Background: an optimization exercise with open tools, aiming at small area and a short achievable clock period. Do not read the settings as production practice.
RTL that was checked went through simulation tests only; none was proved equivalent to the original.
Only the layout flow was run in run 1; the RTL was not checked for function there.
Power is estimated from default activity; no workload was simulated.

## flow/design.v (module list and top-level ports; edited modules follow where they fit)
// module mac_16bit: 753 lines
module mac_16bit(out_rounded,md,mr,clk,rst);
  // ...
==> flow/flow/run.sh <==
#!/bin/bash
# The standard layout (the standard.sh), except that the port buffers are
# sky130_fd_sc_hd__buf_2 cells instead of the default delay buffers.
set -euo pipefail
export BUFFER_PORTS_ARGS="-buffer_cell sky130_fd_sc_hd__buf_2"
bash standard.sh > standard.log 2>&1
==> flow/standard.sh <==
#!/bin/bash
# synth_recipe.tcl (not shown) runs the flow's synth.tcl, then flattens the netlist and writes it again
# the make line also repeats each setting of config.mk as NAME=value (left out here)
make -C /OpenROAD-flow-scripts/flow DESIGN_CONFIG=/design/flow/config.mk WORK_HOME=/design/flow/orfs CLKGATE_MAP_FILE= SYNTH_SCRIPT=/design/flow/synth_recipe.tcl "${@:-finish}"
==> flow/config.mk <==
export PLATFORM = sky130hd
export DESIGN_NAME = mac_16bit
export DESIGN_NICKNAME = mac_16bit
export VERILOG_FILES = /design/flow/design.v
export SDC_FILE = /design/flow/constraint.sdc
export NUM_CORES = 4
export LEC_CHECK = 0
export CAP_MARGIN = 20
export CORE_MARGIN = 2
export CORE_UTILIZATION = 60
export CTS_CLUSTER_DIAMETER = 100
export CTS_CLUSTER_SIZE = 20
export SETUP_SLACK_MARGIN = 4.15
export SLEW_MARGIN = 20
==> flow/constraint.sdc <==
create_clock -name core_clock -period 6.9 [get_ports {clk}]
set_input_delay 1.3800 -clock core_clock [delete_from_list [all_inputs] [get_ports {clk}]]
set_output_delay 1.3800 -clock core_clock [all_outputs]
set_load 0.01 [all_outputs]
==> summary.txt, run 1 <==
STA:
- The tightest slew margin relative to the limit is 0.416.

Pwr:
- The switching component of the power is 2.51 mW.
- The combinational cell fraction of total power is 0.590.

Critical path:
- The worst setup path is captured at a flop.
- The worst register-to-register path ends at A[30]$_SDFF_PP0_.
- The critical path goes through fa_1 > fa_1 > ha_1 > a21o_1 > a21o_1 > a21oi_2 > o21bai_2 > a21oi_2 > nor2b_2 > nor3_1.

Die:
- The height of the die is 149 um.
- The floorplan step defined a die boundary enclosing 22,300 um2.

Route:
- The final route contains 8,354 vias.
- The number of nets still failing antenna checks after routing is 0.
- After detailed routing, no signal wire sits above met4.
- The met2 wire length is between 10,000 and 15,000 um.

Clocking:
- The number of buffers on the longest clock path is 3.
- The number of setup buffers added after CTS is 9.
- Clock tree synthesis found a total of 211 sinks.
- The number of CTS-inserted buffers is 14.

Yosys:
- The average instance area after synthesis is around 10 um2.
- Yosys mapped a number of flops with a built-in enable equal to 0.
- The share of synthesized cell area in and, or, nand and nor gates is 0.0749.

Final layout:
- There are ~210 flip-flops and latches.
- The share of final layout cell area taken by clock buffers and inverters is 0.0279.
- In the final design, more cell area goes to multi-input combinational cells than to any other class.
- From synthesis to final layout, the design area changed by 9.19%.

Global routing:
- The layer flagged by global routing as most heavily used is met2.
- For met3 alone, demand over resource in global routing was 0.0382.
- For met1 alone, demand over resource in global routing was 0.358.

Placed design:
- Counting tap cells, the placed design contains a total of 1,473 instances.

Status:
- The run finished with no timing, DRC or antenna violations.
==> inputs of run 2 (changes only) <==
==> flow/design.v (replaced) <==
module mac_16bit(out_rounded,md,mr,clk,rst);
output reg [26:0] out_rounded;
input [15:0] md,mr;
input clk,rst;
reg [15:0] MD;
reg [7:0] ONE, TWO, NEG;         
reg [78:0] P;                  
reg [39:0] A;                    
reg [5:0] CB;                 
reg [8:0] k;       
reg clr;           
reg z1;            
reg r1, z2;        
wire zero = !rst | clr;
wire [16:0] mrx = {mr, 1'b0};
wire [7:0] one_n, two_n, neg_n;
genvar g;
generate for (g = 0; g < 8; g = g + 1) begin : enc
  assign one_n[g] = mrx[2*g+1] ^ mrx[2*g];
  assign two_n[g] = (mrx[2*g+2] & ~mrx[2*g+1] & ~mrx[2*g]) | (~mrx[2*g+2] & mrx[2*g+1] & mrx[2*g]);
  assign neg_n[g] = mrx[2*g+2] & ~(mrx[2*g+1] & mrx[2*g]);
end endgenerate
wire [16:0] pp0 = (({17{ONE[0]}} & {MD[15], MD}) | ({17{TWO[0]}} & {MD, 1'b0})) ^ {17{NEG[0]}};
wire ns0 = ~pp0[16];
wire [16:0] pp1 = (({17{ONE[1]}} & {MD[15], MD}) | ({17{TWO[1]}} & {MD, 1'b0})) ^ {17{NEG[1]}};
wire ns1 = ~pp1[16];
wire [16:0] pp2 = (({17{ONE[2]}} & {MD[15], MD}) | ({17{TWO[2]}} & {MD, 1'b0})) ^ {17{NEG[2]}};
wire ns2 = ~pp2[16];
wire [16:0] pp3 = (({17{ONE[3]}} & {MD[15], MD}) | ({17{TWO[3]}} & {MD, 1'b0})) ^ {17{NEG[3]}};
wire ns3 = ~pp3[16];
wire [16:0] pp4 = (({17{ONE[4]}} & {MD[15], MD}) | ({17{TWO[4]}} & {MD, 1'b0})) ^ {17{NEG[4]}};
wire ns4 = ~pp4[16];
wire [16:0] pp5 = (({17{ONE[5]}} & {MD[15], MD}) | ({17{TWO[5]}} & {MD, 1'b0})) ^ {17{NEG[5]}};
wire ns5 = ~pp5[16];
wire [16:0] pp6 = (({17{ONE[6]}} & {MD[15], MD}) | ({17{TWO[6]}} & {MD, 1'b0})) ^ {17{NEG[6]}};
wire ns6 = ~pp6[16];
wire [16:0] pp7 = (({17{ONE[7]}} & {MD[15], MD}) | ({17{TWO[7]}} & {MD, 1'b0})) ^ {17{NEG[7]}};
wire ns7 = ~pp7[16];
wire as1, ac2; ha_cell u_as1 (.a(pp0[10]), .b(pp1[8]), .s(as1), .co(ac2));
wire as3, ac4; ha_cell u_as3 (.a(pp0[11]), .b(pp1[9]), .s(as3), .co(ac4));
wire as5, ac6; fa_cell u_as5 (.a(pp0[12]), .b(pp1[10]), .c(pp2[8]), .s(as5), .co(ac6));
wire as7, ac8; ha_cell u_as7 (.a(pp3[6]), .b(pp4[4]), .s(as7), .co(ac8));
wire as9, ac10; fa_cell u_as9 (.a(pp0[13]), .b(pp1[11]), .c(pp2[9]), .s(as9), .co(ac10));
wire as11, ac12; ha_cell u_as11 (.a(pp3[7]), .b(pp4[5]), .s(as11), .co(ac12));
wire as13, ac14; fa_cell u_as13 (.a(pp0[14]), .b(pp1[12]), .c(pp2[10]), .s(as13), .co(ac14));
wire as15, ac16; fa_cell u_as15 (.a(pp3[8]), .b(pp4[6]), .c(pp5[4]), .s(as15), .co(ac16));
wire as17, ac18; ha_cell u_as17 (.a(pp6[2]), .b(pp7[0]), .s(as17), .co(ac18));
wire as19, ac20; fa_cell u_as19 (.a(pp0[15]), .b(pp1[13]), .c(pp2[11]), .s(as19), .co(ac20));
wire as21, ac22; fa_cell u_as21 (.a(pp3[9]), .b(pp4[7]), .c(pp5[5]), .s(as21), .co(ac22));
wire as23, ac24; ha_cell u_as23 (.a(pp6[3]), .b(pp7[1]), .s(as23), .co(ac24));
wire as25 = ~(ns0 ^ pp1[14]); wire ac26 = ns0 | pp1[14];
wire as27, ac28; fa_cell u_as27 (.a(pp2[12]), .b(pp3[10]), .c(pp4[8]), .s(as27), .co(ac28));
wire as29, ac30; fa_cell u_as29 (.a(pp5[6]), .b(pp6[4]), .c(pp7[2]), .s(as29), .co(ac30));
wire as31 = ~(pp1[15] ^ pp2[13]); wire ac32 = pp1[15] | pp2[13];
wire as33, ac34; fa_cell u_as33 (.a(pp3[11]), .b(pp4[9]), .c(pp5[7]), .s(as33), .co(ac34));
wire as35, ac36; ha_cell u_as35 (.a(pp6[5]), .b(pp7[3]), .s(as35), .co(ac36));
wire as37, ac38; fa_cell u_as37 (.a(ns1), .b(pp2[14]), .c(pp3[12]), .s(as37), .co(ac38));
wire as39, ac40; fa_cell u_as39 (.a(pp4[10]), .b(pp5[8]), .c(pp6[6]), .s(as39), .co(ac40));
wire as41 = ~(pp2[15] ^ pp3[13]); wire ac42 = pp2[15] | pp3[13];
wire as43, ac44; ha_cell u_as43 (.a(pp4[11]), .b(pp5[9]), .s(as43), .co(ac44));
wire as45, ac46; fa_cell u_as45 (.a(ns2), .b(pp3[14]), .c(pp4[12]), .s(as45), .co(ac46));
wire as47 = ~pp3[15];
wire as48, ac49; ha_cell u_as48 (.a(pp0[6]), .b(pp1[4]), .s(as48), .co(ac49));
wire as50, ac51; ha_cell u_as50 (.a(pp0[7]), .b(pp1[5]), .s(as50), .co(ac51));
wire as52, ac53; fa_cell u_as52 (.a(pp0[8]), .b(pp1[6]), .c(pp2[4]), .s(as52), .co(ac53));
wire as54, ac55; ha_cell u_as54 (.a(pp3[2]), .b(pp4[0]), .s(as54), .co(ac55));
wire as56, ac57; fa_cell u_as56 (.a(pp0[9]), .b(pp1[7]), .c(pp2[5]), .s(as56), .co(ac57));
wire as58, ac59; ha_cell u_as58 (.a(pp3[3]), .b(pp4[1]), .s(as58), .co(ac59));
wire as60, ac61; fa_cell u_as60 (.a(as1), .b(pp2[6]), .c(pp3[4]), .s(as60), .co(ac61));
wire as62, ac63; fa_cell u_as62 (.a(pp4[2]), .b(pp5[0]), .c(NEG[5]), .s(as62), .co(ac63));
wire as64, ac65; fa_cell u_as64 (.a(as3), .b(pp2[7]), .c(pp3[5]), .s(as64), .co(ac65));
wire as66, ac67; fa_cell u_as66 (.a(pp4[3]), .b(pp5[1]), .c(ac2), .s(as66), .co(ac67));
wire as68, ac69; fa_cell u_as68 (.a(as5), .b(as7), .c(pp5[2]), .s(as68), .co(ac69));
wire as70, ac71; fa_cell u_as70 (.a(pp6[0]), .b(NEG[6]), .c(ac4), .s(as70), .co(ac71));
wire as72, ac73; fa_cell u_as72 (.a(as9), .b(as11), .c(pp5[3]), .s(as72), .co(ac73));
wire as74, ac75; fa_cell u_as74 (.a(pp6[1]), .b(ac6), .c(ac8), .s(as74), .co(ac75));
wire as76, ac77; fa_cell u_as76 (.a(as13), .b(as15), .c(as17), .s(as76), .co(ac77));
wire as78, ac79; fa_cell u_as78 (.a(NEG[7]), .b(ac10), .c(ac12), .s(as78), .co(ac79));
wire as80, ac81; fa_cell u_as80 (.a(as19), .b(as21), .c(as23), .s(as80), .co(ac81));
wire as82, ac83; fa_cell u_as82 (.a(ac14), .b(ac16), .c(ac18), .s(as82), .co(ac83));
wire as84, ac85; fa_cell u_as84 (.a(as25), .b(as27), .c(as29), .s(as84), .co(ac85));
wire as86, ac87; fa_cell u_as86 (.a(ac20), .b(ac22), .c(ac24), .s(as86), .co(ac87));
wire as88, ac89; fa_cell u_as88 (.a(as31), .b(as33), .c(as35), .s(as88), .co(ac89));
wire as90, ac91; fa_cell u_as90 (.a(ac26), .b(ac28), .c(ac30), .s(as90), .co(ac91));
wire as92, ac93; fa_cell u_as92 (.a(as37), .b(as39), .c(pp7[4]), .s(as92), .co(ac93));
wire as94, ac95; fa_cell u_as94 (.a(ac32), .b(ac34), .c(ac36), .s(as94), .co(ac95));
wire as96, ac97; fa_cell u_as96 (.a(as41), .b(as43), .c(pp6[7]), .s(as96), .co(ac97));
wire as98, ac99; fa_cell u_as98 (.a(pp7[5]), .b(ac38), .c(ac40), .s(as98), .co(ac99));
wire as100, ac101; fa_cell u_as100 (.a(as45), .b(pp5[10]), .c(pp6[8]), .s(as100), .co(ac101));
wire as102, ac103; fa_cell u_as102 (.a(pp7[6]), .b(ac42), .c(ac44), .s(as102), .co(ac103));
wire as104, ac105; fa_cell u_as104 (.a(as47), .b(pp4[13]), .c(pp5[11]), .s(as104), .co(ac105));
wire as106, ac107; fa_cell u_as106 (.a(pp6[9]), .b(pp7[7]), .c(ac46), .s(as106), .co(ac107));
wire as108, ac109; fa_cell u_as108 (.a(ns3), .b(pp4[14]), .c(pp5[12]), .s(as108), .co(ac109));
wire as110, ac111; fa_cell u_as110 (.a(pp6[10]), .b(pp7[8]), .c(pp3[15]), .s(as110), .co(ac111));
wire as112 = ~(pp4[15] ^ pp5[13]); wire ac113 = pp4[15] | pp5[13];
wire as114, ac115; ha_cell u_as114 (.a(pp6[11]), .b(pp7[9]), .s(as114), .co(ac115));
wire as116, ac117; fa_cell u_as116 (.a(ns4), .b(pp5[14]), .c(pp6[12]), .s(as116), .co(ac117));
wire as118 = ~pp5[15];
wire as119, ac120; ha_cell u_as119 (.a(pp0[4]), .b(pp1[2]), .s(as119), .co(ac120));
wire as121, ac122; ha_cell u_as121 (.a(pp0[5]), .b(pp1[3]), .s(as121), .co(ac122));
wire as123, ac124; fa_cell u_as123 (.a(as48), .b(pp2[2]), .c(pp3[0]), .s(as123), .co(ac124));
wire as125, ac126; fa_cell u_as125 (.a(as50), .b(pp2[3]), .c(pp3[1]), .s(as125), .co(ac126));
wire as127, ac128; fa_cell u_as127 (.a(as52), .b(as54), .c(NEG[4]), .s(as127), .co(ac128));
wire as129, ac130; fa_cell u_as129 (.a(as56), .b(as58), .c(ac53), .s(as129), .co(ac130));
wire as131, ac132; fa_cell u_as131 (.a(as60), .b(as62), .c(ac57), .s(as131), .co(ac132));
wire as133, ac134; fa_cell u_as133 (.a(as64), .b(as66), .c(ac61), .s(as133), .co(ac134));
wire as135, ac136; fa_cell u_as135 (.a(as68), .b(as70), .c(ac65), .s(as135), .co(ac136));
wire as137, ac138; fa_cell u_as137 (.a(as72), .b(as74), .c(ac69), .s(as137), .co(ac138));
wire as139, ac140; fa_cell u_as139 (.a(as76), .b(as78), .c(ac73), .s(as139), .co(ac140));
wire as141, ac142; fa_cell u_as141 (.a(as80), .b(as82), .c(ac77), .s(as141), .co(ac142));
wire as143, ac144; fa_cell u_as143 (.a(as84), .b(as86), .c(ac81), .s(as143), .co(ac144));
wire as145, ac146; fa_cell u_as145 (.a(as88), .b(as90), .c(ac85), .s(as145), .co(ac146));
wire as147, ac148; fa_cell u_as147 (.a(as92), .b(as94), .c(ac89), .s(as147), .co(ac148));
wire as149, ac150; fa_cell u_as149 (.a(as96), .b(as98), .c(ac93), .s(as149), .co(ac150));
wire as151, ac152; fa_cell u_as151 (.a(as100), .b(as102), .c(ac97), .s(as151), .co(ac152));
wire as153, ac154; fa_cell u_as153 (.a(as104), .b(as106), .c(ac101), .s(as153), .co(ac154));
wire as155, ac156; fa_cell u_as155 (.a(as108), .b(as110), .c(ac105), .s(as155), .co(ac156));
wire as157, ac158; fa_cell u_as157 (.a(as112), .b(as114), .c(ac109), .s(as157), .co(ac158));
wire as159, ac160; fa_cell u_as159 (.a(as116), .b(pp7[10]), .c(ac113), .s(as159), .co(ac160));
wire as161, ac162; fa_cell u_as161 (.a(as118), .b(pp6[13]), .c(pp7[11]), .s(as161), .co(ac162));
wire as163, ac164; fa_cell u_as163 (.a(ns5), .b(pp6[14]), .c(pp7[12]), .s(as163), .co(ac164));
wire as165 = ~pp6[15];
wire as7226, ac7227; fa_cell u_as7226 (.a(pp0[2]), .b(pp1[0]), .c(NEG[1]), .s(as7226), .co(ac7227));
wire as7228, ac7229; fa_cell u_as7228 (.a(ac115), .b(as159), .c(ac158), .s(as7228), .co(ac7229));
wire as7230, ac7231; fa_cell u_as7230 (.a(ac117), .b(as161), .c(ac160), .s(as7230), .co(ac7231));
wire as7232, ac7233; fa_cell u_as7232 (.a(pp5[15]), .b(as163), .c(ac162), .s(as7232), .co(ac7233));
wire as7234, ac7235; fa_cell u_as7234 (.a(pp7[13]), .b(as165), .c(ac164), .s(as7234), .co(ac7235));
wire as7236, ac7237; fa_cell u_as7236 (.a(ns6), .b(pp7[14]), .c(pp6[15]), .s(as7236), .co(ac7237));
wire as7238 = ~(pp7[15] ^ ac7237); wire ac7239 = pp7[15] | ac7237;
wire [78:0] pnext;
assign pnext[0] = pp0[0];
assign pnext[1] = NEG[0];
assign pnext[2] = pp0[1];
assign pnext[3] = as7226;
assign pnext[4] = pp0[3];
assign pnext[5] = pp1[1];
assign pnext[6] = ac7227;
assign pnext[7] = as119;
assign pnext[8] = pp2[0];
assign pnext[9] = NEG[2];
assign pnext[10] = as121;
assign pnext[11] = pp2[1];
assign pnext[12] = ac120;
assign pnext[13] = as123;
assign pnext[14] = NEG[3];
assign pnext[15] = ac122;
assign pnext[16] = as125;
assign pnext[17] = ac49;
assign pnext[18] = ac124;
assign pnext[19] = as127;
assign pnext[20] = ac51;
assign pnext[21] = ac126;
assign pnext[22] = as129;
assign pnext[23] = ac55;
assign pnext[24] = ac128;
assign pnext[25] = ac59;
assign pnext[26] = ac130;
assign pnext[27] = as131;
assign pnext[28] = ac63;
assign pnext[29] = as133;
assign pnext[30] = ac132;
assign pnext[31] = ac67;
assign pnext[32] = as135;
assign pnext[33] = ac134;
assign pnext[34] = ac71;
assign pnext[35] = as137;
assign pnext[36] = ac136;
assign pnext[37] = ac75;
assign pnext[38] = as139;
assign pnext[39] = ac138;
assign pnext[40] = ac79;
assign pnext[41] = as141;
assign pnext[42] = ac140;
assign pnext[43] = ac83;
assign pnext[44] = as143;
assign pnext[45] = ac142;
assign pnext[46] = ac87;
assign pnext[47] = as145;
assign pnext[48] = ac144;
assign pnext[49] = ac91;
assign pnext[50] = as147;
assign pnext[51] = ac146;
assign pnext[52] = ac95;
assign pnext[53] = as149;
assign pnext[54] = ac148;
assign pnext[55] = ac99;
assign pnext[56] = as151;
assign pnext[57] = ac150;
assign pnext[58] = ac103;
assign pnext[59] = as153;
assign pnext[60] = ac152;
assign pnext[61] = ac107;
assign pnext[62] = as155;
assign pnext[63] = ac154;
assign pnext[64] = ac111;
assign pnext[65] = as157;
assign pnext[66] = ac156;
assign pnext[67] = as7228;
assign pnext[68] = ac7229;
assign pnext[69] = as7230;
assign pnext[70] = ac7231;
assign pnext[71] = as7232;
assign pnext[72] = ac7233;
assign pnext[73] = as7234;
assign pnext[74] = ac7235;
assign pnext[75] = as7236;
assign pnext[76] = as7238;
assign pnext[77] = ns7;
assign pnext[78] = ac7239;
wire bs7240, bc7241; ha_cell u_bs7240 (.a(P[4]), .b(P[5]), .s(bs7240), .co(bc7241));
wire bs7242, bc7243; fa_cell u_bs7242 (.a(P[7]), .b(P[8]), .c(P[9]), .s(bs7242), .co(bc7243));
wire bs7244, bc7245; fa_cell u_bs7244 (.a(P[10]), .b(P[11]), .c(P[12]), .s(bs7244), .co(bc7245));
wire bs7246, bc7247; fa_cell u_bs7246 (.a(P[13]), .b(P[14]), .c(P[15]), .s(bs7246), .co(bc7247));
wire bs7248, bc7249; fa_cell u_bs7248 (.a(P[16]), .b(P[17]), .c(P[18]), .s(bs7248), .co(bc7249));
wire bs7250, bc7251; fa_cell u_bs7250 (.a(P[19]), .b(P[20]), .c(P[21]), .s(bs7250), .co(bc7251));
wire bs7252, bc7253; fa_cell u_bs7252 (.a(P[22]), .b(P[23]), .c(P[24]), .s(bs7252), .co(bc7253));
wire bs7254, bc7255; fa_cell u_bs7254 (.a(P[25]), .b(P[26]), .c(P[27]), .s(bs7254), .co(bc7255));
wire bs7256, bc7257; fa_cell u_bs7256 (.a(P[28]), .b(P[29]), .c(P[30]), .s(bs7256), .co(bc7257));
wire bs7258, bc7259; fa_cell u_bs7258 (.a(P[31]), .b(P[32]), .c(P[33]), .s(bs7258), .co(bc7259));
wire bs7260, bc7261; fa_cell u_bs7260 (.a(P[34]), .b(P[35]), .c(P[36]), .s(bs7260), .co(bc7261));
wire bs7262, bc7263; fa_cell u_bs7262 (.a(P[37]), .b(P[38]), .c(P[39]), .s(bs7262), .co(bc7263));
wire bs7264, bc7265; fa_cell u_bs7264 (.a(P[40]), .b(P[41]), .c(P[42]), .s(bs7264), .co(bc7265));
wire bs7266, bc7267; fa_cell u_bs7266 (.a(P[43]), .b(P[44]), .c(P[45]), .s(bs7266), .co(bc7267));
wire bs7268, bc7269; fa_cell u_bs7268 (.a(P[46]), .b(P[47]), .c(P[48]), .s(bs7268), .co(bc7269));
wire bs7270, bc7271; fa_cell u_bs7270 (.a(P[49]), .b(P[50]), .c(P[51]), .s(bs7270), .co(bc7271));
wire bs7272, bc7273; fa_cell u_bs7272 (.a(P[52]), .b(P[53]), .c(P[54]), .s(bs7272), .co(bc7273));
wire bs7274, bc7275; fa_cell u_bs7274 (.a(P[55]), .b(P[56]), .c(P[57]), .s(bs7274), .co(bc7275));
wire bs7276, bc7277; fa_cell u_bs7276 (.a(P[58]), .b(P[59]), .c(P[60]), .s(bs7276), .co(bc7277));
wire bs7278, bc7279; fa_cell u_bs7278 (.a(P[61]), .b(P[62]), .c(P[63]), .s(bs7278), .co(bc7279));
wire bs7280, bc7281; fa_cell u_bs7280 (.a(P[64]), .b(P[65]), .c(P[66]), .s(bs7280), .co(bc7281));
wire bs7282, bc7283; ha_cell u_bs7282 (.a(P[0]), .b(P[1]), .s(bs7282), .co(bc7283));
wire bs7284, bc7285; ha_cell u_bs7284 (.a(P[2]), .b(A[1]), .s(bs7284), .co(bc7285));
wire bs7286, bc7287; ha_cell u_bs7286 (.a(P[3]), .b(A[2]), .s(bs7286), .co(bc7287));
wire bs7288, bc7289; fa_cell u_bs7288 (.a(bs7240), .b(P[6]), .c(A[3]), .s(bs7288), .co(bc7289));
wire bs7290, bc7291; fa_cell u_bs7290 (.a(bs7242), .b(A[4]), .c(bc7241), .s(bs7290), .co(bc7291));
wire bs7292, bc7293; fa_cell u_bs7292 (.a(bs7244), .b(A[5]), .c(bc7243), .s(bs7292), .co(bc7293));
wire bs7294, bc7295; fa_cell u_bs7294 (.a(bs7246), .b(A[6]), .c(bc7245), .s(bs7294), .co(bc7295));
wire bs7296, bc7297; fa_cell u_bs7296 (.a(bs7248), .b(A[7]), .c(bc7247), .s(bs7296), .co(bc7297));
wire bs7298, bc7299; fa_cell u_bs7298 (.a(bs7250), .b(A[8]), .c(bc7249), .s(bs7298), .co(bc7299));
wire bs7300, bc7301; fa_cell u_bs7300 (.a(bs7252), .b(A[9]), .c(bc7251), .s(bs7300), .co(bc7301));
wire bs7302, bc7303; fa_cell u_bs7302 (.a(bs7254), .b(A[10]), .c(bc7253), .s(bs7302), .co(bc7303));
wire bs7304, bc7305; fa_cell u_bs7304 (.a(bs7256), .b(A[11]), .c(bc7255), .s(bs7304), .co(bc7305));
wire bs7306, bc7307; fa_cell u_bs7306 (.a(bs7258), .b(A[12]), .c(bc7257), .s(bs7306), .co(bc7307));
wire bs7308, bc7309; fa_cell u_bs7308 (.a(bs7260), .b(A[13]), .c(bc7259), .s(bs7308), .co(bc7309));
wire bs7310, bc7311; fa_cell u_bs7310 (.a(bs7262), .b(A[14]), .c(bc7261), .s(bs7310), .co(bc7311));
wire bs7312, bc7313; fa_cell u_bs7312 (.a(bs7264), .b(A[15]), .c(bc7263), .s(bs7312), .co(bc7313));
wire bs7314, bc7315; fa_cell u_bs7314 (.a(bs7266), .b(A[16]), .c(bc7265), .s(bs7314), .co(bc7315));
wire bs7316, bc7317; fa_cell u_bs7316 (.a(bs7268), .b(A[17]), .c(bc7267), .s(bs7316), .co(bc7317));
wire bs7318, bc7319; fa_cell u_bs7318 (.a(bs7270), .b(A[18]), .c(bc7269), .s(bs7318), .co(bc7319));
wire bs7320, bc7321; fa_cell u_bs7320 (.a(bs7272), .b(A[19]), .c(bc7271), .s(bs7320), .co(bc7321));
wire bs7322, bc7323; fa_cell u_bs7322 (.a(bs7274), .b(A[20]), .c(bc7273), .s(bs7322), .co(bc7323));
wire bs7324, bc7325; fa_cell u_bs7324 (.a(bs7276), .b(A[21]), .c(bc7275), .s(bs7324), .co(bc7325));
wire bs7326, bc7327; fa_cell u_bs7326 (.a(bs7278), .b(A[22]), .c(bc7277), .s(bs7326), .co(bc7327));
wire bs7328, bc7329; fa_cell u_bs7328 (.a(bs7280), .b(A[23]), .c(bc7279), .s(bs7328), .co(bc7329));
wire bs7330, bc7331; fa_cell u_bs7330 (.a(P[67]), .b(A[24]), .c(bc7281), .s(bs7330), .co(bc7331));
wire bs7332, bc7333; fa_cell u_bs7332 (.a(P[68]), .b(P[69]), .c(A[25]), .s(bs7332), .co(bc7333));
wire bs7334, bc7335; fa_cell u_bs7334 (.a(P[70]), .b(P[71]), .c(A[26]), .s(bs7334), .co(bc7335));
wire bs7336, bc7337; fa_cell u_bs7336 (.a(P[72]), .b(P[73]), .c(A[27]), .s(bs7336), .co(bc7337));
wire bs7338, bc7339; fa_cell u_bs7338 (.a(P[74]), .b(P[75]), .c(A[28]), .s(bs7338), .co(bc7339));
wire bs7340, bc7341; ha_cell u_bs7340 (.a(P[76]), .b(A[29]), .s(bs7340), .co(bc7341));
wire bs7342, bc7343; fa_cell u_bs7342 (.a(P[77]), .b(P[78]), .c(A[30]), .s(bs7342), .co(bc7343));
wire bs7344 = ~A[31];
wire [7:0] yhi = 8'd0 + {7'd0, A[31]} - 8'd1;
wire k0_g7345, k0_p7351; ha_cell u_k0_p7351 (.a(bs7282), .b(A[0]), .s(k0_p7351), .co(k0_g7345));
wire k0_g7346, k0_p7352; ha_cell u_k0_p7352 (.a(bs7284), .b(bc7283), .s(k0_p7352), .co(k0_g7346));
wire k0_g7347, k0_p7353; ha_cell u_k0_p7353 (.a(bs7286), .b(bc7285), .s(k0_p7353), .co(k0_g7347));
wire k0_g7348, k0_p7354; ha_cell u_k0_p7354 (.a(bs7288), .b(bc7287), .s(k0_p7354), .co(k0_g7348));
wire k0_g7349, k0_p7355; ha_cell u_k0_p7355 (.a(bs7290), .b(bc7289), .s(k0_p7355), .co(k0_g7349));
wire k0_g7350, k0_p7356; ha_cell u_k0_p7356 (.a(bs7292), .b(bc7291), .s(k0_p7356), .co(k0_g7350));
wire k0_G7357 = k0_g7346 | (k0_p7352 & k0_g7345);
wire k0_P7358 = k0_p7352 & k0_p7351;
wire k0_G7359 = k0_g7347 | (k0_p7353 & k0_g7346);
wire k0_P7360 = k0_p7353 & k0_p7352;
wire k0_G7361 = k0_g7348 | (k0_p7354 & k0_g7347);
wire k0_P7362 = k0_p7354 & k0_p7353;
wire k0_G7363 = k0_g7349 | (k0_p7355 & k0_g7348);
wire k0_P7364 = k0_p7355 & k0_p7354;
wire k0_G7365 = k0_g7350 | (k0_p7356 & k0_g7349);
wire k0_P7366 = k0_p7356 & k0_p7355;
wire k0_G7367 = k0_G7359 | (k0_P7360 & k0_g7345);
wire k0_P7368 = k0_P7360 & k0_p7351;
wire k0_G7369 = k0_G7361 | (k0_P7362 & k0_G7357);
wire k0_P7370 = k0_P7362 & k0_P7358;
wire k0_G7371 = k0_G7363 | (k0_P7364 & k0_G7359);
wire k0_P7372 = k0_P7364 & k0_P7360;
wire k0_G7373 = k0_G7365 | (k0_P7366 & k0_G7361);
wire k0_P7374 = k0_P7366 & k0_P7362;
wire k0_G7375 = k0_G7371 | (k0_P7372 & k0_g7345);
wire k0_P7376 = k0_P7372 & k0_p7351;
wire k0_G7377 = k0_G7373 | (k0_P7374 & k0_G7357);
wire k0_P7378 = k0_P7374 & k0_P7358;
wire k0_s7379 = k0_p7351;
wire k0_s7380 = k0_p7352 ^ k0_g7345;
wire k0_s7381 = k0_p7353 ^ k0_G7357;
wire k0_s7382 = k0_p7354 ^ k0_G7367;
wire k0_s7383 = k0_p7355 ^ k0_G7369;
wire k0_s7384 = k0_p7356 ^ k0_G7375;
wire k1_g7385, k1_p7391; ha_cell u_k1_p7391 (.a(bs7294), .b(bc7293), .s(k1_p7391), .co(k1_g7385));
wire k1_g7386, k1_p7392; ha_cell u_k1_p7392 (.a(bs7296), .b(bc7295), .s(k1_p7392), .co(k1_g7386));
wire k1_g7387, k1_p7393; ha_cell u_k1_p7393 (.a(bs7298), .b(bc7297), .s(k1_p7393), .co(k1_g7387));
wire k1_g7388, k1_p7394; ha_cell u_k1_p7394 (.a(bs7300), .b(bc7299), .s(k1_p7394), .co(k1_g7388));
wire k1_g7389, k1_p7395; ha_cell u_k1_p7395 (.a(bs7302), .b(bc7301), .s(k1_p7395), .co(k1_g7389));
wire k1_g7390, k1_p7396; ha_cell u_k1_p7396 (.a(bs7304), .b(bc7303), .s(k1_p7396), .co(k1_g7390));
wire k1_G7397 = k1_g7386 | (k1_p7392 & k1_g7385);
wire k1_P7398 = k1_p7392 & k1_p7391;
wire k1_G7399 = k1_g7387 | (k1_p7393 & k1_g7386);
wire k1_P7400 = k1_p7393 & k1_p7392;
wire k1_G7401 = k1_g7388 | (k1_p7394 & k1_g7387);
wire k1_P7402 = k1_p7394 & k1_p7393;
wire k1_G7403 = k1_g7389 | (k1_p7395 & k1_g7388);
wire k1_P7404 = k1_p7395 & k1_p7394;
wire k1_G7405 = k1_g7390 | (k1_p7396 & k1_g7389);
wire k1_P7406 = k1_p7396 & k1_p7395;
wire k1_G7407 = k1_G7399 | (k1_P7400 & k1_g7385);
wire k1_P7408 = k1_P7400 & k1_p7391;
wire k1_G7409 = k1_G7401 | (k1_P7402 & k1_G7397);
wire k1_P7410 = k1_P7402 & k1_P7398;
wire k1_G7411 = k1_G7403 | (k1_P7404 & k1_G7399);
wire k1_P7412 = k1_P7404 & k1_P7400;
wire k1_G7413 = k1_G7405 | (k1_P7406 & k1_G7401);
wire k1_P7414 = k1_P7406 & k1_P7402;
wire k1_G7415 = k1_G7411 | (k1_P7412 & k1_g7385);
wire k1_P7416 = k1_P7412 & k1_p7391;
wire k1_G7417 = k1_G7413 | (k1_P7414 & k1_G7397);
wire k1_P7418 = k1_P7414 & k1_P7398;
wire k1_s7419 = k1_p7391 ^ CB[0];
wire k1_c7420 = k1_g7385 | (k1_p7391 & CB[0]);
wire k1_s7421 = k1_p7392 ^ k1_c7420;
wire k1_c7422 = k1_G7397 | (k1_P7398 & CB[0]);
wire k1_s7423 = k1_p7393 ^ k1_c7422;
wire k1_c7424 = k1_G7407 | (k1_P7408 & CB[0]);
wire k1_s7425 = k1_p7394 ^ k1_c7424;
wire k1_c7426 = k1_G7409 | (k1_P7410 & CB[0]);
wire k1_s7427 = k1_p7395 ^ k1_c7426;
wire k1_c7428 = k1_G7415 | (k1_P7416 & CB[0]);
wire k1_s7429 = k1_p7396 ^ k1_c7428;
wire k1_co7430 = k1_G7417 | (k1_P7418 & CB[0]);
wire k2_g7431, k2_p7437; ha_cell u_k2_p7437 (.a(bs7306), .b(bc7305), .s(k2_p7437), .co(k2_g7431));
wire k2_g7432, k2_p7438; ha_cell u_k2_p7438 (.a(bs7308), .b(bc7307), .s(k2_p7438), .co(k2_g7432));
wire k2_g7433, k2_p7439; ha_cell u_k2_p7439 (.a(bs7310), .b(bc7309), .s(k2_p7439), .co(k2_g7433));
wire k2_g7434, k2_p7440; ha_cell u_k2_p7440 (.a(bs7312), .b(bc7311), .s(k2_p7440), .co(k2_g7434));
wire k2_g7435, k2_p7441; ha_cell u_k2_p7441 (.a(bs7314), .b(bc7313), .s(k2_p7441), .co(k2_g7435));
wire k2_g7436, k2_p7442; ha_cell u_k2_p7442 (.a(bs7316), .b(bc7315), .s(k2_p7442), .co(k2_g7436));
wire k2_G7443 = k2_g7432 | (k2_p7438 & k2_g7431);
wire k2_P7444 = k2_p7438 & k2_p7437;
wire k2_G7445 = k2_g7433 | (k2_p7439 & k2_g7432);
wire k2_P7446 = k2_p7439 & k2_p7438;
wire k2_G7447 = k2_g7434 | (k2_p7440 & k2_g7433);
wire k2_P7448 = k2_p7440 & k2_p7439;
wire k2_G7449 = k2_g7435 | (k2_p7441 & k2_g7434);
wire k2_P7450 = k2_p7441 & k2_p7440;
wire k2_G7451 = k2_g7436 | (k2_p7442 & k2_g7435);
wire k2_P7452 = k2_p7442 & k2_p7441;
wire k2_G7453 = k2_G7445 | (k2_P7446 & k2_g7431);
wire k2_P7454 = k2_P7446 & k2_p7437;
wire k2_G7455 = k2_G7447 | (k2_P7448 & k2_G7443);
wire k2_P7456 = k2_P7448 & k2_P7444;
wire k2_G7457 = k2_G7449 | (k2_P7450 & k2_G7445);
wire k2_P7458 = k2_P7450 & k2_P7446;
wire k2_G7459 = k2_G7451 | (k2_P7452 & k2_G7447);
wire k2_P7460 = k2_P7452 & k2_P7448;
wire k2_G7461 = k2_G7457 | (k2_P7458 & k2_g7431);
wire k2_P7462 = k2_P7458 & k2_p7437;
wire k2_G7463 = k2_G7459 | (k2_P7460 & k2_G7443);
wire k2_P7464 = k2_P7460 & k2_P7444;
wire k2_s7465 = k2_p7437 ^ CB[1];
wire k2_c7466 = k2_g7431 | (k2_p7437 & CB[1]);
wire k2_s7467 = k2_p7438 ^ k2_c7466;
wire k2_c7468 = k2_G7443 | (k2_P7444 & CB[1]);
wire k2_s7469 = k2_p7439 ^ k2_c7468;
wire k2_c7470 = k2_G7453 | (k2_P7454 & CB[1]);
wire k2_s7471 = k2_p7440 ^ k2_c7470;
wire k2_c7472 = k2_G7455 | (k2_P7456 & CB[1]);
wire k2_s7473 = k2_p7441 ^ k2_c7472;
wire k2_c7474 = k2_G7461 | (k2_P7462 & CB[1]);
wire k2_s7475 = k2_p7442 ^ k2_c7474;
wire k2_co7476 = k2_G7463 | (k2_P7464 & CB[1]);
wire k3_g7477, k3_p7483; ha_cell u_k3_p7483 (.a(bs7318), .b(bc7317), .s(k3_p7483), .co(k3_g7477));
wire k3_g7478, k3_p7484; ha_cell u_k3_p7484 (.a(bs7320), .b(bc7319), .s(k3_p7484), .co(k3_g7478));
wire k3_g7479, k3_p7485; ha_cell u_k3_p7485 (.a(bs7322), .b(bc7321), .s(k3_p7485), .co(k3_g7479));
wire k3_g7480, k3_p7486; ha_cell u_k3_p7486 (.a(bs7324), .b(bc7323), .s(k3_p7486), .co(k3_g7480));
wire k3_g7481, k3_p7487; ha_cell u_k3_p7487 (.a(bs7326), .b(bc7325), .s(k3_p7487), .co(k3_g7481));
wire k3_g7482, k3_p7488; ha_cell u_k3_p7488 (.a(bs7328), .b(bc7327), .s(k3_p7488), .co(k3_g7482));
wire k3_G7489 = k3_g7478 | (k3_p7484 & k3_g7477);
wire k3_P7490 = k3_p7484 & k3_p7483;
wire k3_G7491 = k3_g7479 | (k3_p7485 & k3_g7478);
wire k3_P7492 = k3_p7485 & k3_p7484;
wire k3_G7493 = k3_g7480 | (k3_p7486 & k3_g7479);
wire k3_P7494 = k3_p7486 & k3_p7485;
wire k3_G7495 = k3_g7481 | (k3_p7487 & k3_g7480);
wire k3_P7496 = k3_p7487 & k3_p7486;
wire k3_G7497 = k3_g7482 | (k3_p7488 & k3_g7481);
wire k3_P7498 = k3_p7488 & k3_p7487;
wire k3_G7499 = k3_G7491 | (k3_P7492 & k3_g7477);
wire k3_P7500 = k3_P7492 & k3_p7483;
wire k3_G7501 = k3_G7493 | (k3_P7494 & k3_G7489);
wire k3_P7502 = k3_P7494 & k3_P7490;
wire k3_G7503 = k3_G7495 | (k3_P7496 & k3_G7491);
wire k3_P7504 = k3_P7496 & k3_P7492;
wire k3_G7505 = k3_G7497 | (k3_P7498 & k3_G7493);
wire k3_P7506 = k3_P7498 & k3_P7494;
wire k3_G7507 = k3_G7503 | (k3_P7504 & k3_g7477);
wire k3_P7508 = k3_P7504 & k3_p7483;
wire k3_G7509 = k3_G7505 | (k3_P7506 & k3_G7489);
wire k3_P7510 = k3_P7506 & k3_P7490;
wire k3_s7511 = k3_p7483 ^ CB[2];
wire k3_c7512 = k3_g7477 | (k3_p7483 & CB[2]);
wire k3_s7513 = k3_p7484 ^ k3_c7512;
wire k3_c7514 = k3_G7489 | (k3_P7490 & CB[2]);
wire k3_s7515 = k3_p7485 ^ k3_c7514;
wire k3_c7516 = k3_G7499 | (k3_P7500 & CB[2]);
wire k3_s7517 = k3_p7486 ^ k3_c7516;
wire k3_c7518 = k3_G7501 | (k3_P7502 & CB[2]);
wire k3_s7519 = k3_p7487 ^ k3_c7518;
wire k3_c7520 = k3_G7507 | (k3_P7508 & CB[2]);
wire k3_s7521 = k3_p7488 ^ k3_c7520;
wire k3_co7522 = k3_G7509 | (k3_P7510 & CB[2]);
wire k4_g7523, k4_p7529; ha_cell u_k4_p7529 (.a(bs7330), .b(bc7329), .s(k4_p7529), .co(k4_g7523));
wire k4_g7524, k4_p7530; ha_cell u_k4_p7530 (.a(bs7332), .b(bc7331), .s(k4_p7530), .co(k4_g7524));
wire k4_g7525, k4_p7531; ha_cell u_k4_p7531 (.a(bs7334), .b(bc7333), .s(k4_p7531), .co(k4_g7525));
wire k4_g7526, k4_p7532; ha_cell u_k4_p7532 (.a(bs7336), .b(bc7335), .s(k4_p7532), .co(k4_g7526));
wire k4_g7527, k4_p7533; ha_cell u_k4_p7533 (.a(bs7338), .b(bc7337), .s(k4_p7533), .co(k4_g7527));
wire k4_g7528, k4_p7534; ha_cell u_k4_p7534 (.a(bs7340), .b(bc7339), .s(k4_p7534), .co(k4_g7528));
wire k4_G7535 = k4_g7524 | (k4_p7530 & k4_g7523);
wire k4_P7536 = k4_p7530 & k4_p7529;
wire k4_G7537 = k4_g7525 | (k4_p7531 & k4_g7524);
wire k4_P7538 = k4_p7531 & k4_p7530;
wire k4_G7539 = k4_g7526 | (k4_p7532 & k4_g7525);
wire k4_P7540 = k4_p7532 & k4_p7531;
wire k4_G7541 = k4_g7527 | (k4_p7533 & k4_g7526);
wire k4_P7542 = k4_p7533 & k4_p7532;
wire k4_G7543 = k4_g7528 | (k4_p7534 & k4_g7527);
wire k4_P7544 = k4_p7534 & k4_p7533;
wire k4_G7545 = k4_G7537 | (k4_P7538 & k4_g7523);
wire k4_P7546 = k4_P7538 & k4_p7529;
wire k4_G7547 = k4_G7539 | (k4_P7540 & k4_G7535);
wire k4_P7548 = k4_P7540 & k4_P7536;
wire k4_G7549 = k4_G7541 | (k4_P7542 & k4_G7537);
wire k4_P7550 = k4_P7542 & k4_P7538;
wire k4_G7551 = k4_G7543 | (k4_P7544 & k4_G7539);
wire k4_P7552 = k4_P7544 & k4_P7540;
wire k4_G7553 = k4_G7549 | (k4_P7550 & k4_g7523);
wire k4_P7554 = k4_P7550 & k4_p7529;
wire k4_G7555 = k4_G7551 | (k4_P7552 & k4_G7535);
wire k4_P7556 = k4_P7552 & k4_P7536;
wire k4_s7557 = k4_p7529 ^ CB[3];
wire k4_c7558 = k4_g7523 | (k4_p7529 & CB[3]);
wire k4_s7559 = k4_p7530 ^ k4_c7558;
wire k4_c7560 = k4_G7535 | (k4_P7536 & CB[3]);
wire k4_s7561 = k4_p7531 ^ k4_c7560;
wire k4_c7562 = k4_G7545 | (k4_P7546 & CB[3]);
wire k4_s7563 = k4_p7532 ^ k4_c7562;
wire k4_c7564 = k4_G7547 | (k4_P7548 & CB[3]);
wire k4_s7565 = k4_p7533 ^ k4_c7564;
wire k4_c7566 = k4_G7553 | (k4_P7554 & CB[3]);
wire k4_s7567 = k4_p7534 ^ k4_c7566;
wire k4_co7568 = k4_G7555 | (k4_P7556 & CB[3]);
wire k5_g7569, k5_p7575; ha_cell u_k5_p7575 (.a(bs7342), .b(bc7341), .s(k5_p7575), .co(k5_g7569));
wire k5_g7570, k5_p7576; ha_cell u_k5_p7576 (.a(bs7344), .b(bc7343), .s(k5_p7576), .co(k5_g7570));
wire k5_g7571, k5_p7577; ha_cell u_k5_p7577 (.a(A[32]), .b(yhi[0]), .s(k5_p7577), .co(k5_g7571));
wire k5_g7572, k5_p7578; ha_cell u_k5_p7578 (.a(A[33]), .b(yhi[1]), .s(k5_p7578), .co(k5_g7572));
wire k5_g7573, k5_p7579; ha_cell u_k5_p7579 (.a(A[34]), .b(yhi[2]), .s(k5_p7579), .co(k5_g7573));
wire k5_g7574, k5_p7580; ha_cell u_k5_p7580 (.a(A[35]), .b(yhi[3]), .s(k5_p7580), .co(k5_g7574));
wire k5_G7581 = k5_g7570 | (k5_p7576 & k5_g7569);
wire k5_P7582 = k5_p7576 & k5_p7575;
wire k5_G7583 = k5_g7571 | (k5_p7577 & k5_g7570);
wire k5_P7584 = k5_p7577 & k5_p7576;
wire k5_G7585 = k5_g7572 | (k5_p7578 & k5_g7571);
wire k5_P7586 = k5_p7578 & k5_p7577;
wire k5_G7587 = k5_g7573 | (k5_p7579 & k5_g7572);
wire k5_P7588 = k5_p7579 & k5_p7578;
wire k5_G7589 = k5_g7574 | (k5_p7580 & k5_g7573);
wire k5_P7590 = k5_p7580 & k5_p7579;
wire k5_G7591 = k5_G7583 | (k5_P7584 & k5_g7569);
wire k5_P7592 = k5_P7584 & k5_p7575;
wire k5_G7593 = k5_G7585 | (k5_P7586 & k5_G7581);
wire k5_P7594 = k5_P7586 & k5_P7582;
wire k5_G7595 = k5_G7587 | (k5_P7588 & k5_G7583);
wire k5_P7596 = k5_P7588 & k5_P7584;
wire k5_G7597 = k5_G7589 | (k5_P7590 & k5_G7585);
wire k5_P7598 = k5_P7590 & k5_P7586;
wire k5_G7599 = k5_G7595 | (k5_P7596 & k5_g7569);
wire k5_P7600 = k5_P7596 & k5_p7575;
wire k5_G7601 = k5_G7597 | (k5_P7598 & k5_G7581);
wire k5_P7602 = k5_P7598 & k5_P7582;
wire k5_s7603 = k5_p7575 ^ CB[4];
wire k5_c7604 = k5_g7569 | (k5_p7575 & CB[4]);
wire k5_s7605 = k5_p7576 ^ k5_c7604;
wire k5_c7606 = k5_G7581 | (k5_P7582 & CB[4]);
wire k5_s7607 = k5_p7577 ^ k5_c7606;
wire k5_c7608 = k5_G7591 | (k5_P7592 & CB[4]);
wire k5_s7609 = k5_p7578 ^ k5_c7608;
wire k5_c7610 = k5_G7593 | (k5_P7594 & CB[4]);
wire k5_s7611 = k5_p7579 ^ k5_c7610;
wire k5_c7612 = k5_G7599 | (k5_P7600 & CB[4]);
wire k5_s7613 = k5_p7580 ^ k5_c7612;
wire k5_co7614 = k5_G7601 | (k5_P7602 & CB[4]);
wire k6_g7615, k6_p7619; ha_cell u_k6_p7619 (.a(A[36]), .b(yhi[4]), .s(k6_p7619), .co(k6_g7615));
wire k6_g7616, k6_p7620; ha_cell u_k6_p7620 (.a(A[37]), .b(yhi[5]), .s(k6_p7620), .co(k6_g7616));
wire k6_g7617, k6_p7621; ha_cell u_k6_p7621 (.a(A[38]), .b(yhi[6]), .s(k6_p7621), .co(k6_g7617));
wire k6_g7618, k6_p7622; ha_cell u_k6_p7622 (.a(A[39]), .b(yhi[7]), .s(k6_p7622), .co(k6_g7618));
wire k6_G7623 = k6_g7616 | (k6_p7620 & k6_g7615);
wire k6_P7624 = k6_p7620 & k6_p7619;
wire k6_G7625 = k6_g7617 | (k6_p7621 & k6_g7616);
wire k6_P7626 = k6_p7621 & k6_p7620;
wire k6_G7627 = k6_g7618 | (k6_p7622 & k6_g7617);
wire k6_P7628 = k6_p7622 & k6_p7621;
wire k6_G7629 = k6_G7625 | (k6_P7626 & k6_g7615);
wire k6_P7630 = k6_P7626 & k6_p7619;
wire k6_G7631 = k6_G7627 | (k6_P7628 & k6_G7623);
wire k6_P7632 = k6_P7628 & k6_P7624;
wire k6_s7633 = k6_p7619 ^ CB[5];
wire k6_c7634 = k6_g7615 | (k6_p7619 & CB[5]);
wire k6_s7635 = k6_p7620 ^ k6_c7634;
wire k6_c7636 = k6_G7623 | (k6_P7624 & CB[5]);
wire k6_s7637 = k6_p7621 ^ k6_c7636;
wire k6_c7638 = k6_G7629 | (k6_P7630 & CB[5]);
wire k6_s7639 = k6_p7622 ^ k6_c7638;
wire k6_co7640 = k6_G7631 | (k6_P7632 & CB[5]);
wire [39:0] sum = {k6_s7639, k6_s7637, k6_s7635, k6_s7633, k5_s7613, k5_s7611, k5_s7609, k5_s7607, k5_s7605, k5_s7603, k4_s7567, k4_s7565, k4_s7563, k4_s7561, k4_s7559, k4_s7557, k3_s7521, k3_s7519, k3_s7517, k3_s7515, k3_s7513, k3_s7511, k2_s7475, k2_s7473, k2_s7471, k2_s7469, k2_s7467, k2_s7465, k1_s7429, k1_s7427, k1_s7425, k1_s7423, k1_s7421, k1_s7419, k0_s7384, k0_s7383, k0_s7382, k0_s7381, k0_s7380, k0_s7379};
wire [5:0] cbnext = {k5_co7614, k4_co7568, k3_co7522, k2_co7476, k1_co7430, k0_G7377};
wire c6 = CB[0] & (&A[11:6]);
wire z6 = CB[0] ? (&A[11:6]) : ~(|A[11:6]);    
wire l12 = A[12] ^ CB[1] ^ c6;
wire c13 = (A[12] & CB[1]) | (A[12] & c6) | (CB[1] & c6);
wire up = l12 & ((A[13] ^ c13) | (|A[5:0]) | ~z6);
wire rg7641, rp7668; ha_cell u_rp7668 (.a(A[13]), .b(c13), .s(rp7668), .co(rg7641));
wire rg7642 = 1'b0; wire rp7669 = A[14];
wire rg7643 = 1'b0; wire rp7670 = A[15];
wire rg7644 = 1'b0; wire rp7671 = A[16];
wire rg7645 = 1'b0; wire rp7672 = A[17];
wire rg7646, rp7673; ha_cell u_rp7673 (.a(A[18]), .b(CB[2]), .s(rp7673), .co(rg7646));
wire rg7647 = 1'b0; wire rp7674 = A[19];
wire rg7648 = 1'b0; wire rp7675 = A[20];
wire rg7649 = 1'b0; wire rp7676 = A[21];
wire rg7650 = 1'b0; wire rp7677 = A[22];
wire rg7651 = 1'b0; wire rp7678 = A[23];
wire rg7652, rp7679; ha_cell u_rp7679 (.a(A[24]), .b(CB[3]), .s(rp7679), .co(rg7652));
wire rg7653 = 1'b0; wire rp7680 = A[25];
wire rg7654 = 1'b0; wire rp7681 = A[26];
wire rg7655 = 1'b0; wire rp7682 = A[27];
wire rg7656 = 1'b0; wire rp7683 = A[28];
wire rg7657 = 1'b0; wire rp7684 = A[29];
wire rg7658, rp7685; ha_cell u_rp7685 (.a(A[30]), .b(CB[4]), .s(rp7685), .co(rg7658));
wire rg7659 = 1'b0; wire rp7686 = A[31];
wire rg7660 = 1'b0; wire rp7687 = A[32];
wire rg7661 = 1'b0; wire rp7688 = A[33];
wire rg7662 = 1'b0; wire rp7689 = A[34];
wire rg7663 = 1'b0; wire rp7690 = A[35];
wire rg7664, rp7691; ha_cell u_rp7691 (.a(A[36]), .b(CB[5]), .s(rp7691), .co(rg7664));
wire rg7665 = 1'b0; wire rp7692 = A[37];
wire rg7666 = 1'b0; wire rp7693 = A[38];
wire rg7667 = 1'b0; wire rp7694 = A[39];
wire rG7695 = rg7642 | (rp7669 & rg7641);
wire rP7696 = rp7669 & rp7668;
wire rG7697 = rg7644 | (rp7671 & rg7643);
wire rP7698 = rp7671 & rp7670;
wire rG7699 = rg7646 | (rp7673 & rg7645);
wire rP7700 = rp7673 & rp7672;
wire rG7701 = rg7648 | (rp7675 & rg7647);
wire rP7702 = rp7675 & rp7674;
wire rG7703 = rg7650 | (rp7677 & rg7649);
wire rP7704 = rp7677 & rp7676;
wire rG7705 = rg7652 | (rp7679 & rg7651);
wire rP7706 = rp7679 & rp7678;
wire rG7707 = rg7654 | (rp7681 & rg7653);
wire rP7708 = rp7681 & rp7680;
wire rG7709 = rg7656 | (rp7683 & rg7655);
wire rP7710 = rp7683 & rp7682;
wire rG7711 = rg7658 | (rp7685 & rg7657);
wire rP7712 = rp7685 & rp7684;
wire rG7713 = rg7660 | (rp7687 & rg7659);
wire rP7714 = rp7687 & rp7686;
wire rG7715 = rg7662 | (rp7689 & rg7661);
wire rP7716 = rp7689 & rp7688;
wire rG7717 = rg7664 | (rp7691 & rg7663);
wire rP7718 = rp7691 & rp7690;
wire rG7719 = rg7666 | (rp7693 & rg7665);
wire rP7720 = rp7693 & rp7692;
wire rG7721 = rg7643 | (rp7670 & rG7695);
wire rP7722 = rp7670 & rP7696;
wire rG7723 = rG7697 | (rP7698 & rG7695);
wire rP7724 = rP7698 & rP7696;
wire rG7725 = rg7647 | (rp7674 & rG7699);
wire rP7726 = rp7674 & rP7700;
wire rG7727 = rG7701 | (rP7702 & rG7699);
wire rP7728 = rP7702 & rP7700;
wire rG7729 = rg7651 | (rp7678 & rG7703);
wire rP7730 = rp7678 & rP7704;
wire rG7731 = rG7705 | (rP7706 & rG7703);
wire rP7732 = rP7706 & rP7704;
wire rG7733 = rg7655 | (rp7682 & rG7707);
wire rP7734 = rp7682 & rP7708;
wire rG7735 = rG7709 | (rP7710 & rG7707);
wire rP7736 = rP7710 & rP7708;
wire rG7737 = rg7659 | (rp7686 & rG7711);
wire rP7738 = rp7686 & rP7712;
wire rG7739 = rG7713 | (rP7714 & rG7711);
wire rP7740 = rP7714 & rP7712;
wire rG7741 = rg7663 | (rp7690 & rG7715);
wire rP7742 = rp7690 & rP7716;
wire rG7743 = rG7717 | (rP7718 & rG7715);
wire rP7744 = rP7718 & rP7716;
wire rG7745 = rg7667 | (rp7694 & rG7719);
wire rP7746 = rp7694 & rP7720;
wire rG7747 = rg7645 | (rp7672 & rG7723);
wire rP7748 = rp7672 & rP7724;
wire rG7749 = rG7699 | (rP7700 & rG7723);
wire rP7750 = rP7700 & rP7724;
wire rG7751 = rG7725 | (rP7726 & rG7723);
wire rP7752 = rP7726 & rP7724;
wire rG7753 = rG7727 | (rP7728 & rG7723);
wire rP7754 = rP7728 & rP7724;
wire rG7755 = rg7653 | (rp7680 & rG7731);
wire rP7756 = rp7680 & rP7732;
wire rG7757 = rG7707 | (rP7708 & rG7731);
wire rP7758 = rP7708 & rP7732;
wire rG7759 = rG7733 | (rP7734 & rG7731);
wire rP7760 = rP7734 & rP7732;
wire rG7761 = rG7735 | (rP7736 & rG7731);
wire rP7762 = rP7736 & rP7732;
wire rG7763 = rg7661 | (rp7688 & rG7739);
wire rP7764 = rp7688 & rP7740;
wire rG7765 = rG7715 | (rP7716 & rG7739);
wire rP7766 = rP7716 & rP7740;
wire rG7767 = rG7741 | (rP7742 & rG7739);
wire rP7768 = rP7742 & rP7740;
wire rG7769 = rG7743 | (rP7744 & rG7739);
wire rP7770 = rP7744 & rP7740;
wire rG7771 = rg7649 | (rp7676 & rG7753);
wire rP7772 = rp7676 & rP7754;
wire rG7773 = rG7703 | (rP7704 & rG7753);
wire rP7774 = rP7704 & rP7754;
wire rG7775 = rG7729 | (rP7730 & rG7753);
wire rP7776 = rP7730 & rP7754;
wire rG7777 = rG7731 | (rP7732 & rG7753);
wire rP7778 = rP7732 & rP7754;
wire rG7779 = rG7755 | (rP7756 & rG7753);
wire rP7780 = rP7756 & rP7754;
wire rG7781 = rG7757 | (rP7758 & rG7753);
wire rP7782 = rP7758 & rP7754;
wire rG7783 = rG7759 | (rP7760 & rG7753);
wire rP7784 = rP7760 & rP7754;
wire rG7785 = rG7761 | (rP7762 & rG7753);
wire rP7786 = rP7762 & rP7754;
wire rG7787 = rg7665 | (rp7692 & rG7769);
wire rP7788 = rp7692 & rP7770;
wire rG7789 = rG7719 | (rP7720 & rG7769);
wire rP7790 = rP7720 & rP7770;
wire rG7791 = rG7745 | (rP7746 & rG7769);
wire rP7792 = rP7746 & rP7770;
wire rG7793 = rg7657 | (rp7684 & rG7785);
wire rP7794 = rp7684 & rP7786;
wire rG7795 = rG7711 | (rP7712 & rG7785);
wire rP7796 = rP7712 & rP7786;
wire rG7797 = rG7737 | (rP7738 & rG7785);
wire rP7798 = rP7738 & rP7786;
wire rG7799 = rG7739 | (rP7740 & rG7785);
wire rP7800 = rP7740 & rP7786;
wire rG7801 = rG7763 | (rP7764 & rG7785);
wire rP7802 = rP7764 & rP7786;
wire rG7803 = rG7765 | (rP7766 & rG7785);
wire rP7804 = rP7766 & rP7786;
wire rG7805 = rG7767 | (rP7768 & rG7785);
wire rP7806 = rP7768 & rP7786;
wire rG7807 = rG7769 | (rP7770 & rG7785);
wire rP7808 = rP7770 & rP7786;
wire rG7809 = rG7787 | (rP7788 & rG7785);
wire rP7810 = rP7788 & rP7786;
wire rG7811 = rG7789 | (rP7790 & rG7785);
wire rP7812 = rP7790 & rP7786;
wire rG7813 = rG7791 | (rP7792 & rG7785);
wire rP7814 = rP7792 & rP7786;
wire rs7815 = rp7668 ^ up;
wire rc7816 = rg7641 | (rp7668 & up);
wire rs7817 = rp7669 ^ rc7816;
wire rc7818 = rG7695 | (rP7696 & up);
wire rs7819 = rp7670 ^ rc7818;
wire rc7820 = rG7721 | (rP7722 & up);
wire rs7821 = rp7671 ^ rc7820;
wire rc7822 = rG7723 | (rP7724 & up);
wire rs7823 = rp7672 ^ rc7822;
wire rc7824 = rG7747 | (rP7748 & up);
wire rs7825 = rp7673 ^ rc7824;
wire rc7826 = rG7749 | (rP7750 & up);
wire rs7827 = rp7674 ^ rc7826;
wire rc7828 = rG7751 | (rP7752 & up);
wire rs7829 = rp7675 ^ rc7828;
wire rc7830 = rG7753 | (rP7754 & up);
wire rs7831 = rp7676 ^ rc7830;
wire rc7832 = rG7771 | (rP7772 & up);
wire rs7833 = rp7677 ^ rc7832;
wire rc7834 = rG7773 | (rP7774 & up);
wire rs7835 = rp7678 ^ rc7834;
wire rc7836 = rG7775 | (rP7776 & up);
wire rs7837 = rp7679 ^ rc7836;
wire rc7838 = rG7777 | (rP7778 & up);
wire rs7839 = rp7680 ^ rc7838;
wire rc7840 = rG7779 | (rP7780 & up);
wire rs7841 = rp7681 ^ rc7840;
wire rc7842 = rG7781 | (rP7782 & up);
wire rs7843 = rp7682 ^ rc7842;
wire rc7844 = rG7783 | (rP7784 & up);
wire rs7845 = rp7683 ^ rc7844;
wire rc7846 = rG7785 | (rP7786 & up);
wire rs7847 = rp7684 ^ rc7846;
wire rc7848 = rG7793 | (rP7794 & up);
wire rs7849 = rp7685 ^ rc7848;
wire rc7850 = rG7795 | (rP7796 & up);
wire rs7851 = rp7686 ^ rc7850;
wire rc7852 = rG7797 | (rP7798 & up);
wire rs7853 = rp7687 ^ rc7852;
wire rc7854 = rG7799 | (rP7800 & up);
wire rs7855 = rp7688 ^ rc7854;
wire rc7856 = rG7801 | (rP7802 & up);
wire rs7857 = rp7689 ^ rc7856;
wire rc7858 = rG7803 | (rP7804 & up);
wire rs7859 = rp7690 ^ rc7858;
wire rc7860 = rG7805 | (rP7806 & up);
wire rs7861 = rp7691 ^ rc7860;
wire rc7862 = rG7807 | (rP7808 & up);
wire rs7863 = rp7692 ^ rc7862;
wire rc7864 = rG7809 | (rP7810 & up);
wire rs7865 = rp7693 ^ rc7864;
wire rc7866 = rG7811 | (rP7812 & up);
wire rs7867 = rp7694 ^ rc7866;
wire rco7868 = rG7813 | (rP7814 & up);
wire [26:0] rnd = {rs7867, rs7865, rs7863, rs7861, rs7859, rs7857, rs7855, rs7853, rs7851, rs7849, rs7847, rs7845, rs7843, rs7841, rs7839, rs7837, rs7835, rs7833, rs7831, rs7829, rs7827, rs7825, rs7823, rs7821, rs7819, rs7817, rs7815};
always @(posedge clk) begin
  MD <= md;
  ONE <= one_n;
  TWO <= two_n;
  NEG <= neg_n;
  P <= pnext;
  z1 <= zero;
  r1 <= !rst;
  z2 <= r1;
  if (z1 | z2) A <= 40'd0;
  else A <= sum;
  if (z1 | z2) CB <= 6'd0;
  else CB <= cbnext;
  out_rounded <= (zero | z1) ? 27'd0 : rnd;
  if (zero) k <= {8'd0, clr};
  else k <= k + 9'd1;
  clr <= rst & !clr & (k == 9'd258);
end
endmodule
module fa_cell(input a, input b, input c, output s, output co);
assign {co, s} = {1'b0, a} + {1'b0, b} + {1'b0, c};
endmodule
module ha_cell(input a, input b, output s, output co);
assign {co, s} = {1'b0, a} + {1'b0, b};
endmodule
--- a/flow/config.mk
+++ b/flow/config.mk
@@ -5,10 +5,12 @@
 export SDC_FILE = /design/flow/constraint.sdc
 export NUM_CORES = 4
 export LEC_CHECK = 0
 export CAP_MARGIN = 20
 export CORE_MARGIN = 2
 export CORE_UTILIZATION = 60
 export CTS_CLUSTER_DIAMETER = 100
 export CTS_CLUSTER_SIZE = 20
-export SETUP_SLACK_MARGIN = 4.15
+export SETUP_SLACK_MARGIN = 4.3
 export SLEW_MARGIN = 20
+export SYNTH_HIERARCHICAL = 1
+export SYNTH_MINIMUM_KEEP_SIZE = 0
==> run 2 against run 1 <==
Against the previous run: critical path type unchanged; highest routed layer unchanged; first-iteration DRC count is 12% higher; largest cell class unchanged; fmax is 5.7% higher; sequential power hardly changed; via count is 6.5% lower.
==> summary.txt, run 2 <==
Pwr:
- The proportion of power drawn by the clock network was 0.128 (was 0.126).
- The combinational cell fraction of total power was 0.581 (was 0.590).
- The switching component of the power is 2.36 mW (was 2.51 mW).
- The switching portion of total power was 0.386 (was 0.397).
- The part of the total power dissipated in sequential elements is 0.291 (was 0.285).

Yosys:
- The number of cells produced by synthesis is 1,099 (was 1,214).
- The proportion of synthesized area in mux cells came to 0 (was 0.00751).
- The number of enable-type register cells in the synthesized netlist is 0 (unchanged).
- The combinational family with the most area after synthesis was adder cells (unchanged).
- The synthesized-area fraction occupied by adder cells is 0.286 (was 0.272).
- The average instance area after synthesis was 10.9 um2 (was 10.4 um2).
- The area fraction in compound gates after synthesis came to 0.118 (was 0.125).
- Area contributors post-synth: sky130_fd_sc_hd__dfxtp_1 (34%), sky130_fd_sc_hd__fa_1 (19%), sky130_fd_sc_hd__xnor2_1 (11%) (was sky130_fd_sc_hd__dfxtp_1 (33%), sky130_fd_sc_hd__fa_1 (19%), sky130_fd_sc_hd__xnor2_1 (8.6%)).
- The most frequently used cell type in the post-synthesis netlist was sky130_fd_sc_hd__dfxtp_1 (unchanged).
- The count of cell types in the netlist is 42 (was 52).
- The share of the synthesized netlist area taken by xor and xnor gates came to 0.139 (was 0.127).
- The share of synthesized cell area in and, or, nand and nor gates is 0.0800 (was 0.0749).
- The synthesized area is 11,900 um2 (was 12,700 um2).

Clocking:
- The clock transition at the register clock pins on the worst setup and hold paths after CTS is 80 ps (about the same).
- The number of buffers on the longest clock path came to 3 (unchanged).
- The cts-stage hold buffer count is 0 (unchanged).
- The count of clock tree sinks is 205 (was 211).
- The number of CTS-inserted buffers was 14 (unchanged).
- The TritonCTS clock tree is done (unchanged).

Status:
- Run status: timing/DRC/antenna clean (unchanged).

Die:
- The starting utilization of the core area is 0.612 (was 0.607).
- The height of the die is 145 um (was 149 um).
- The total die area is 21,100 um2 (was 22,300 um2).

Global routing:
- The initial antenna violation count is 0 (unchanged).
- The via count of the first global-routing pass is 7,846 (was 8,550).

Hold path:
- The beginning of the worst hold path is r1$_DFF_P_ (unchanged).

Final layout:
- The share of the core filled with cells is 0.678 (was 0.662).
- The register with the highest flop count is P (unchanged).
- The signed area change from the synthesized netlist to the final layout is 10.8% (was 9.19%).
- The number of cells in the finished layout apart from fillers was 1,390 (was 1,508).
- The final net count is 1,362 (was 1,469).

Route:
- The mean number of vias per cell is 5.62 (was 5.54).
- The first-iteration detailed-routing DRC count is 521 (was 465).
- The number of search-and-repair iterations in the first detailed-routing pass came to 5 (unchanged).
- The number of nets still failing antenna checks after routing came to 0 (unchanged).
- The via count was 7,807 (was 8,354).

STA:
- The tightest slew margin relative to the limit is 0.531 (was 0.416).

Critical path:
- The data arrival time of the critical path is 3020 ps (was 3170 ps).
- The endpoint of the worst-slack reg-to-reg timing path was A[17]$_SDFF_PP0_ (was A[30]$_SDFF_PP0_).
- The kind of end point of the critical path is a flop (unchanged).
- The cell depth of the worst flop-to-flop path is 10 (unchanged).
- The reg-to-reg setup timing slack is 4210 ps (was 4060 ps).

Placed design:
- The total half-perimeter wirelength after legalization and detailed placement was 17,500 um (was 19,000 um).
- The number of cells after detailed placement is 1,347 (was 1,473).
-- run 2: cell count changes after synthesis, moves of 7 or more --
cell and delta:
sky130_fd_sc_hd__nand2_1 +12, sky130_fd_sc_hd__nor2b_1 -9, sky130_fd_sc_hd__xor2_1 -23, sky130_fd_sc_hd__inv_1 -94
sky130_fd_sc_hd__xnor2_1 +30, sky130_fd_sc_hd__nor3_1 -7, sky130_fd_sc_hd__o21ai_0 +11, sky130_fd_sc_hd__o21a_1 -9
sky130_fd_sc_hd__nor2_1 +9, sky130_fd_sc_hd__ha_1 +7
-- run 2: logic make-up (layout without fill, tap and decap cells) --
kind of cell / count (synthesis) / count (layout)
AO/OA/AOI/OAI: 204 / 204
XOR/XNOR: 190 / 190
adder cells (fa/ha/maj): 203 / 203
buffers and inverters: 107 / 133
flip-flops: 205 / 205
AND/OR/NAND/NOR: 190 / 190
-- run 2: layer usage --
layer	global-route usage	vias up	wire, um
met5	0	-	0
met4	0.0603	0	573
met3	0.0443	50	1630
met2	0.374	264	11200
met1	0.346	3752	11800
li1	-	3741	-
-- run 2: critical path: stages, from the launching register on --
cell	delay, ps
sky130_fd_sc_hd__dfxtp_1	320
sky130_fd_sc_hd__fa_1	500
sky130_fd_sc_hd__fa_1	480
sky130_fd_sc_hd__ha_4	260
sky130_fd_sc_hd__a21o_1	160
sky130_fd_sc_hd__a21o_1	180
sky130_fd_sc_hd__a21oi_2	160
sky130_fd_sc_hd__o21bai_2	90
sky130_fd_sc_hd__a21oi_2	170
sky130_fd_sc_hd__xor2_1	170
sky130_fd_sc_hd__nor2_1	50
-- run 2: what timing repair did --
action / in CTS / in global routing
setup buffers: 14 / 13
hold endpoints to repair: 0 / 0
pin swaps: 25 / 22
resized for setup: 62 / 56
setup endpoints to repair: 49 / 49
-- run 2: how the worst max path moves through the flow --
stage               cells past startpoint               end            from  slack, ps
detailed placement                      4     P[50]$_DFF_P_  NEG[4]$_DFF_P_       3870
global route                           10  A[17]$_SDFF_PP0_   P[33]$_DFF_P_       4060
global placement                        4     P[50]$_DFF_P_  NEG[4]$_DFF_P_       3910
finish                                 10  A[17]$_SDFF_PP0_   P[30]$_DFF_P_       4210
CTS                                    10  A[11]$_SDFF_PP0_   P[13]$_DFF_P_       4140
floorplan                              10  A[11]$_SDFF_PP0_   P[15]$_DFF_P_       4280
-- run 2: layout make-up --
cell class	count	area (um2)
clock buffers	15	375
repair buffers	90	533
inverters	27	101
fillers	1569	6290
flip-flops and latches	205	4250
multi-input cells	787	7630
clock inverters	1	16.3
well taps	265	332
-- run 2: per-module statistics from Yosys (local to each module, per instance) --
module     cells inside  flip-flops and latches  area, um2  copies in the design
mac_16bit           919                     205       8830                     1
fa_cell               1                       0       20.0                   115
ha_cell               1                       0       12.5                    65
-- run 2: power by group through the flow --
stage | clock network [mW] | logic, mW | registers, mW
6_report | 0.785 | 3.56 | 1.78
5_1_grt | 0.844 | 4.08 | 1.82
4_1_cts | 0.808 | 3.34 | 1.78
3_5_place_dp | 0 | 2.97 | 1.81
3_3_place_gp | 0 | 2.88 | 1.80
2_1_floorplan | 0 | 2.47 | 1.68
-- run 2: stage by stage --
stage | total power, mW | area [um2]
finish | 6.13 | 13200
global route | 6.74 | 13200
CTS | 5.93 | 12900
detailed placement | 4.77 | 12300
global placement | 4.68 | 12300
floorplan | 4.15 | 12000

re-timing with driven ports:
No port has a modelled driver above. Below, the same layouts with a new extraction and two added sets of constraints. Step 1, drivers: a clkbuf_16 drives clk and a buf_2 each remaining input, both assumed. Step 2, shift: input delay + t, output delay - t, t = (earliest + latest rising clock arrival at the registers) / 2. This alone moves slack from input paths to output paths. Slacks: ideal / step 1 / step 2; pairs: ideal / step 1.
run	shift t [ns]	setup slack, ns	worst setup path after step 2
run 1	0.522	4.061 / 4.061 / 3.934	input to register
run 2	0.512	4.213 / 4.213 / 4.213	register to register
After both steps every run listed still meets setup and hold. For run 1, which loses most, drivers alone change the setup slack by 0.000 ns; drivers and shift together by -0.127 ns.
